Context: an optimization exercise on an open-source flow, tuned for small area. The choices shown serve that exercise and are no tape-out recipe.
No functional check of the RTL was part of this run.
Power is estimated from default activity; no workload was simulated.

**design/flow/run.sh**
```bash
#!/bin/bash
# synth_recipe.tcl (not shown) runs the flow's synth.tcl, then flattens the netlist and writes it again
# the make line also repeats each setting of config.mk as NAME=value (left out here)
make -C /OpenROAD-flow-scripts/flow DESIGN_CONFIG=/design/flow/config.mk WORK_HOME=/design/flow/orfs CLKGATE_MAP_FILE= SYNTH_SCRIPT=/design/flow/synth_recipe.tcl finish
```
**design/flow/config.mk**
```make
export PLATFORM = sky130hd
export DESIGN_NAME = sound_main
export DESIGN_NICKNAME = sound_main
export VERILOG_FILES = /design/flow/design.v
export SDC_FILE = /design/flow/constraint.sdc
export NUM_CORES = 4
export LEC_CHECK = 0
export CAP_MARGIN = 20
export CORE_MARGIN = 2
export CORE_UTILIZATION = 40
export SLEW_MARGIN = 20
```
**design/flow/constraint.sdc**
```tcl
create_clock -name core_clock -period 5.0 [get_ports {clock}]
set_input_delay 1.0000 -clock core_clock [delete_from_list [all_inputs] [get_ports {clock}]]
set_output_delay 1.0000 -clock core_clock [all_outputs]
set_load 0.01 [all_outputs]
```
**design/flow/design.v**
```verilog
module mem512b
(
	input  wire clk,
	input  wire re,
	input  wire [8:0] rdaddr,
	output reg  [7:0] dataout,
	input  wire we,
	input  wire [8:0] wraddr,
	input  wire [7:0] datain
);
	reg [7:0] mem[0:15];  
	always @(posedge clk)
	if( re )
		dataout <= mem[rdaddr[3:0]];
	always @(posedge clk)
	if( we )
		mem[wraddr[3:0]] <= datain;
endmodule
module sound_dac(
	clock,          
	reset,          
	dac_clock,      
	dac_leftright,  
	dac_data,       
	load,           
	datain          
);
	input clock;
	input reset;
	output dac_clock;
	output dac_leftright;
	output dac_data;
	output reg load;
	input [15:0] datain;
	reg [16:0] data;  
	reg [2:0] fifth;  
	reg [6:0] sync;  
	wire load_int;
	always @(posedge clock)
	begin
		if( reset )
			fifth <= 3'b000;
		else if( fifth[2] )
			fifth <= 3'b000;
		else
			fifth <= fifth + 3'd1;
	end
	always @(posedge clock)
	begin
		if( reset )
			sync <= 7'd0;
		else if( fifth[2] )  sync <= sync + 7'd1;
	end
	assign load_int = fifth[2] & (&sync[5:0]);
	always @(posedge clock)
	begin
		if( reset )
			load <= 1'b0;
		else
			load <= load_int;
	end
	always @(posedge clock)
	begin
		if( reset )
			data <= 17'd0;
		else if( fifth[2] && sync[0] )
		begin
			if( load_int )
				data[15:0] <= datain;
			else
				data[15:0] <= { data[14:0], 1'b0 };  
			data[16] <= data[15];
		end
	end
	assign dac_leftright = sync[6];
	assign dac_clock = sync[0];
	assign dac_data  = data[16];
endmodule
module sound_mulacc(
	clock,    
	vol_in,   
	dat_in,   
	mode_inv7b,  
	load,     
	clr_sum,  
	ready,    
	sum_out   
);
	input clock;
	input [5:0] vol_in;
	input [7:0] dat_in;
	input mode_inv7b;
	input load;
	input clr_sum;
	output reg ready;
	output reg [15:0] sum_out;
	wire [5:0] add_data;
	wire [6:0] sum_unreg;
	reg [6:0] sum_reg;
	reg [7:0] shifter;
	reg [5:0] adder;
	wire   mul_out;
	reg [3:0] counter;
	reg clr_sum_reg;
	wire [1:0] temp_sum;
	wire carry_in;
	wire old_data_in;
	reg old_carry;
	always @(posedge clock)
	begin
		if( load )
			ready <= 1'b0;
		if( counter[3:0] == 4'd15 )
			ready <= 1'b1;
		if( load )
			counter <= 4'd0;
		else
			counter <= counter + 4'd1;
	end
	assign add_data = ( shifter[0] ) ? adder : 6'd0;  
	assign sum_unreg[6:0] = sum_reg[6:1] + add_data[5:0];  
	assign mul_out = sum_unreg[0];
	always @(posedge clock)
	begin
		if( !load )  
		begin
			sum_reg[6:0] <= sum_unreg[6:0];
			shifter[6:0] <= shifter[7:1];
		end
		else  
		begin
			sum_reg[6:0] <= 7'd0;
			shifter[7]   <= ~(mode_inv7b^dat_in[7]);    
			shifter[6:0] <=  dat_in[6:0];
			adder <= vol_in;
		end
	end
	always @(posedge clock)
	begin
		if( load )
			clr_sum_reg <= clr_sum;
	end
	assign carry_in = (counter==4'd0) ? 1'b0 : old_carry;
	assign old_data_in = (clr_sum_reg) ? 1'b0 : sum_out[0];
	assign temp_sum[1:0] = carry_in + mul_out + old_data_in;
	always @(posedge clock)
	begin
		if( !ready )
		begin
			sum_out[15:0] <= { temp_sum[0], sum_out[15:1] };
			old_carry <= temp_sum[1];
		end
	end
endmodule
module sound_main(
	clock,          
	reset,          
	mode_8chans,    
	mode_pan4ch,    
	mode_inv7b,     
	in_wrtoggle,    
	in_datnvol,    
	in_wraddr,     
	in_data,       
	dac_clock,      
	dac_leftright,  
	dac_data        
);
	input clock;
	input reset;
	input mode_8chans;
	input mode_pan4ch;
	input mode_inv7b;
	input in_wrtoggle;
	input in_datnvol;
	input [2:0] in_wraddr;
	input [7:0] in_data;
	output dac_clock;
	output dac_leftright;
	output dac_data;
	reg mem_read;  
	reg datnvol;
	reg [5:0] vol;  
	reg mem_we;  
	reg wrtgl1, wrtgl2, wrtgl3;  
	reg do_write;  
	reg [2:0] bf_wraddr;
	reg [7:0] bf_data;
	reg       bf_datnvol;
	wire dac_load;  
	wire [15:0] dac_pardata;  
	reg mulacc_load;    
	reg mulacc_clrsum;  
	wire mulacc_ready;  
	wire [7:0] mem_do;  
	reg [8:0] mem_rdaddr;   
	reg int_mode_8chans;   
	reg sync_mode_8chans; 
	reg int_mode_pan4ch,sync_mode_pan4ch;  
	reg int_mode_inv7b, sync_mode_inv7b;   
	reg [1:0] chanptr;  
	reg lrptr;          
	reg [2:0] cur_st,nxt_st;
	sound_dac my_dac( .clock(clock),
	                  .reset(reset),
	                  .dac_clock(dac_clock),
	                  .dac_leftright(dac_leftright),
	                  .dac_data(dac_data),
	                  .load(dac_load),
	                  .datain(dac_pardata) );
	sound_mulacc my_mulacc( .clock(clock),
	                        .vol_in(vol),
	                        .dat_in(mem_do),
	                        .mode_inv7b(int_mode_inv7b),
	                        .load(mulacc_load),
	                        .clr_sum(mulacc_clrsum),
	                        .ready(mulacc_ready),
	                        .sum_out(dac_pardata) );
	mem512b my_mem( .clk(clock),
	                .re(1'b1),
	                .rdaddr(mem_rdaddr),
	                .dataout(mem_do),
	                .wraddr({5'b0,bf_datnvol,bf_wraddr}),
	                .datain(bf_data),
	                .we(mem_we) );
	always @(posedge clock)
	begin
		{ int_mode_8chans,sync_mode_8chans } <= { sync_mode_8chans, mode_8chans };
		{ int_mode_pan4ch,sync_mode_pan4ch } <= { sync_mode_pan4ch, mode_pan4ch };
		{ int_mode_inv7b ,sync_mode_inv7b  } <= { sync_mode_inv7b,  mode_inv7b  };
	end
	always @(posedge clock)
	begin
		if( dac_load )
			lrptr <= ~dac_leftright;
	end
	always @*
	begin
		mem_rdaddr[8:4] <= 5'd0;
		if( int_mode_8chans )
		begin
			mem_rdaddr[3]   <= datnvol;
			mem_rdaddr[2]   <= chanptr[1];
			mem_rdaddr[1]   <= lrptr;
			mem_rdaddr[0]   <= chanptr[0];
		end
		else if( int_mode_pan4ch )
		begin
			mem_rdaddr[3] <= datnvol;
			if( datnvol )  
			begin
				mem_rdaddr[2] <= 1'b0;
				mem_rdaddr[1] <= chanptr[1];
				mem_rdaddr[0] <= chanptr[0];
			end
			else  
			begin
				mem_rdaddr[2]   <= chanptr[1];  
				mem_rdaddr[1]   <= lrptr;
				mem_rdaddr[0]   <= chanptr[0];
			end
		end
		else  
		begin
			mem_rdaddr[3]   <= datnvol;
			mem_rdaddr[2]   <= 1'b0;
			mem_rdaddr[1]   <= lrptr;
			mem_rdaddr[0]   <= chanptr[0];
		end
	end
	always @(posedge clock)
	begin
		if( dac_load )
			mulacc_clrsum <= 1'b1;      
		else if( mulacc_load )
			mulacc_clrsum <= 1'b0;      
	end
	localparam START      = 0;
	localparam LOAD_VOL   = 1;
	localparam LOAD_VOL2  = 2;
	localparam LOAD_DAT   = 3;
	localparam LOAD_DAT2  = 4;
	localparam START_MUL  = 5;
	localparam WAIT_STOP  = 6;
	localparam LOOP       = 7;
	always @(posedge clock)
	begin
		if( reset )
			cur_st <= START;
		else if( dac_load )
			cur_st <= START;
		else
			cur_st <= nxt_st;
	end
	always @*
	begin
		case( cur_st )
		START:
			nxt_st <= LOAD_VOL;
		LOAD_VOL:
			nxt_st <= LOAD_VOL2;
		LOAD_VOL2:
			nxt_st <= LOAD_DAT;
		LOAD_DAT:
			nxt_st <= LOAD_DAT2;
		LOAD_DAT2:
			nxt_st <= START_MUL;
		START_MUL:
			nxt_st <= WAIT_STOP;
		WAIT_STOP:
			if( (!mulacc_ready) || (chanptr == 2'd3) )
				nxt_st <= WAIT_STOP;
			else
				nxt_st <= LOOP;
		LOOP:
			nxt_st <= LOAD_VOL;
		endcase
	end
	always @(posedge clock)
	begin
		case( cur_st )
		START:
		begin
			chanptr <= 2'd0;
			mulacc_load <= 1'b0;
			mem_read <= 1'b0;
		end
		LOAD_VOL:
		begin
			mem_read <= 1'b1;
			datnvol <= 1'b0;
		end
		LOAD_VOL2:
		begin
			mem_read <= 1'b0;
		end
		LOAD_DAT:
		begin
			vol <= mem_do[5:0];
			mem_read <= 1'b1;
			datnvol <= 1'b1;
		end
		LOAD_DAT2:
		begin
			mem_read <= 1'b0;
			mulacc_load <= 1'b1;
		end
		START_MUL:
		begin
			mulacc_load <= 1'b0;
		end
		LOOP:
		begin
			chanptr <= chanptr + 2'd1;
		end
		endcase
	end
	always @(negedge clock)
		wrtgl1 <= in_wrtoggle;
	always @(posedge clock)
		{wrtgl3,wrtgl2} <= {wrtgl2,wrtgl1};
	always @(posedge clock)
	begin
		if( reset )
		begin
			bf_wraddr  <= 3'd0;
			bf_data    <= 8'd0;
			bf_datnvol <= 1'b0;
			do_write <= 1'b0;
		end
		else if( wrtgl3!=wrtgl2 )
		begin
			bf_wraddr  <= in_wraddr;
			bf_data    <= in_data;
			bf_datnvol <= in_datnvol;
			do_write <= 1'b1;
		end
		else if( mem_we )
		begin
			do_write <= 1'b0;
		end
	end
	always @*
	begin
		mem_we <= do_write & (~mem_read);
	end
endmodule
```
==> flow_summary.json <==
{
  "run_status": "finished clean",
  "ys_warn_count": 4,
  "yosysUniqueCellTypes": 61,
  "drv_slew": 0,
  "cp.buffers_inverters": 1,
  "grt_pass1_vias": 5618,
  "power.density_cell_area_mw_per_mm2": 435,
  "synth_edf_count": 165,
  "drive_above_1_share_pct": 14.9,
  "hold_viol_final": 0,
  "worst-path-max-fanout": 1,
  "coreArea_mm2": 0.0241,
  "min_path_type": "reg2reg",
  "postSynth.asyncResetShare_pct": 0,
  "postLayoutCellArea_mm2": 0.0111,
  "cts_setup_buffers": 0,
  "ant_nets": 0,
  "synth-seq-cells": 245,
  "cp_top_family": "buffers and inverters",
  "clock-sinks": 245,
  "grt_max_degree": 31,
  "critPathRequiredTime_ps": 2960,
  "setup_viol": 0,
  "cts_hold_buffers": 0,
  "htreeDepth": 1,
  "start_util_pct": 40.3,
  "place_hpwl_mm": 12.6,
  "clockBufferDepth": 3,
  "max-cap-violations": 0,
  "cp_cell_sequence": "clkdlybuf4s50_1",
  "grt_use_total_pct": 15.1,
  "place_congestion": 0.805,
  "fillCellCount": 2175,
  "row_count": 57,
  "tightest_slew_ps": 1140,
  "syn-num-nets": 734,
  "syn2layout_area_growth_pct": 14.0,
  "postSynthCellCount": 703,
  "critical_path.slowest_cell": "clkdlybuf4s50_1",
  "io_pins": 21,
  "largest_reg_flops": 128,
  "synth_ff_type": "edfxtp_1",
  "dieHeight_um": 160,
  "grt_pass1_wl_mm": 30.4,
  "clk_pin_slew_ps": 60,
  "critPathArrivalTime_ps": 1400,
  "wl_per_cell_um": 18.1,
  "clk_latency_ps": 580,
  "antenna_found_initial": 0,
  "routed_wl_mm": 19.3,
  "portBuffers": 20,
  "gr-total-overflow": 0,
  "synth_area_per_cell_um2": 13.8,
  "layout.nets": 755,
  "numCtsBuffers": 26,
  "slew_headroom_pct": 24.2,
  "critPathKind": "in2reg",
  "ctsResizeCount": 0,
  "rsz0062_at_grt": "no",
  "placed_area_mm2": 0.0102,
  "synth_area_mm2": 0.00971,
  "cts_tree": "yes",
  "n_antenna_cell": 0,
  "cp-start-kind": "primary input",
  "critPathMaxStageDelay_ps": 400,
  "die_x_um": 160,
  "drc_errors": 0,
  "yosysSeqAreaShare_pct": 67.5,
  "finClkSkew_ps": 48.1,
  "routed_via_density": 5.17,
  "cts_root_buf": "clkbuf_16",
  "final.setup.tns_ps": 0,
  "dr.first_iter.drc_count": 270,
  "worstSetupEndpointType": "register",
  "peakVddDrop_uv": 264,
  "power.leakage_uw": 0.00391,
  "die_area_mm2": 0.0255,
  "dr.pass1.iters": 4,
  "num_vias": 5520
}
## final timing paths
check	depth (start not counted)	slack [ps]	startpoint	end
worst min-delay path	0	330	sync_mode_pan4ch	int_mode_pan4ch
worst max-delay path	1	1560	in_wrtoggle	wrtgl1
worst min register to register	0	330	sync_mode_pan4ch	int_mode_pan4ch
worst max register to register	6	2020	datnvol	my_mem.dataout[3]
## power breakdown
group          switching (uW)  internal (uW)  total [uW]
Clock                     776           1150        1920
Combinational             214            181         395
Sequential                129           2370        2500
## synthesized netlist by cell type (all sizes together), types with 3 or more instances
cell	n	area, um^2
dfxtp	80	1600
nand2	83	314
ha	11	138
a221oi	15	181
a21o	4	30.0
o211ai	5	37.5
nand2b	15	93.8
a21oi	21	105
and2	5	31.3
buf	20	139
nor3	11	55.1
a32o	7	70.1
edfxtp	165	4950
o21ai	30	150
a221o	6	60.1
inv	20	75.1
nand4	4	25.0
mux2i	46	473
nor4	8	87.6
clkbuf	16	60.1
nand3	6	30.0
xnor2	7	61.3
o22ai	6	37.5
nand3b	3	35.0
nor2	42	165
nor2b	6	40.0
xor2	6	52.6
or3	5	31.3
mux2	26	315
## cells by family (layout without fill, tap and decap cells)
logic type / Yosys count / after routing / share of synthesized area [%]
and+or+nand+nor: 200 / 200 / 10.4
adders and majority gates: 13 / 13 / 1.83
AOI/OAI and AO/OA: 103 / 103 / 7.90
buffers and inverters: 56 / 97 / 2.82
muxes: 73 / 73 / 8.35
DFF: 245 / 245 / 67.5
xor gates and xnor gates: 13 / 13 / 1.17
## through the flow
step / instances / util (%) / setup slack, ps / power [uW] / hold WS (ps)
after floorplan: 703 / - / 1400 / 2790 / 310
after global placement: 1019 / 42.2 / 988 / 2910 / 320
after detailed placement: 1020 / 42.2 / 963 / 2940 / 314
after CTS: 1068 / 45.9 / 1560 / 4860 / 335
after global routing: 1068 / 45.9 / 1560 / 5010 / 344
final: 1068 / 45.9 / 1560 / 4820 / 330
## layer usage
layer,vias to the layer above,global-route usage [%],part of all wire (%)
li1,2643,-,-
met1,2710,18.7,42
met2,122,26.3,50
met3,45,2.49,4.1
met4,0,6.47,3.8
met5,-,0,0
## area by class of cell
type	instances	area (um^2)	area share, %
Inverter	19	71.3	0.644
Timing Repair Buffer	29	268	2.42
Clock buffer	30	707	6.39
Sequential cell	245	6560	59.2
Multi-Input combinational cell	402	2890	26.1
Clock inverter	19	171	1.55
Tap cell	324	405	3.66
## cells in the final DEF (no fill, tap or decap), types with 4 or more instances in the layout
cell type        Yosys  layout
nor4_2               6       6
buf_4                4       9
dfxtp_1             80      80
xnor2_1              7       7
a32o_1               7       7
nand2_1             82      82
clkinv_2             0      10
edfxtp_1           165     165
or3_1                5       5
mux2_4               6       6
inv_1               20      20
xor2_1               6       6
nand4_1              4       4
a221oi_2             8       8
nand3_1              6       6
o21ai_0             28      28
o211ai_1             5       5
a21o_1               4       4
clkdlybuf4s50_1      0      20
nand2b_1            15      15
mux2_2              20      20
a221o_1              6       6
mux2i_1             45      45
and2_1               5       5
a21oi_1             21      21
ha_1                11      11
nor2b_1              5       5
o22ai_1              6       6
clkbuf_16            0      27
a221oi_1             7       7
nor2_1              41      41
nor3_1              11       9
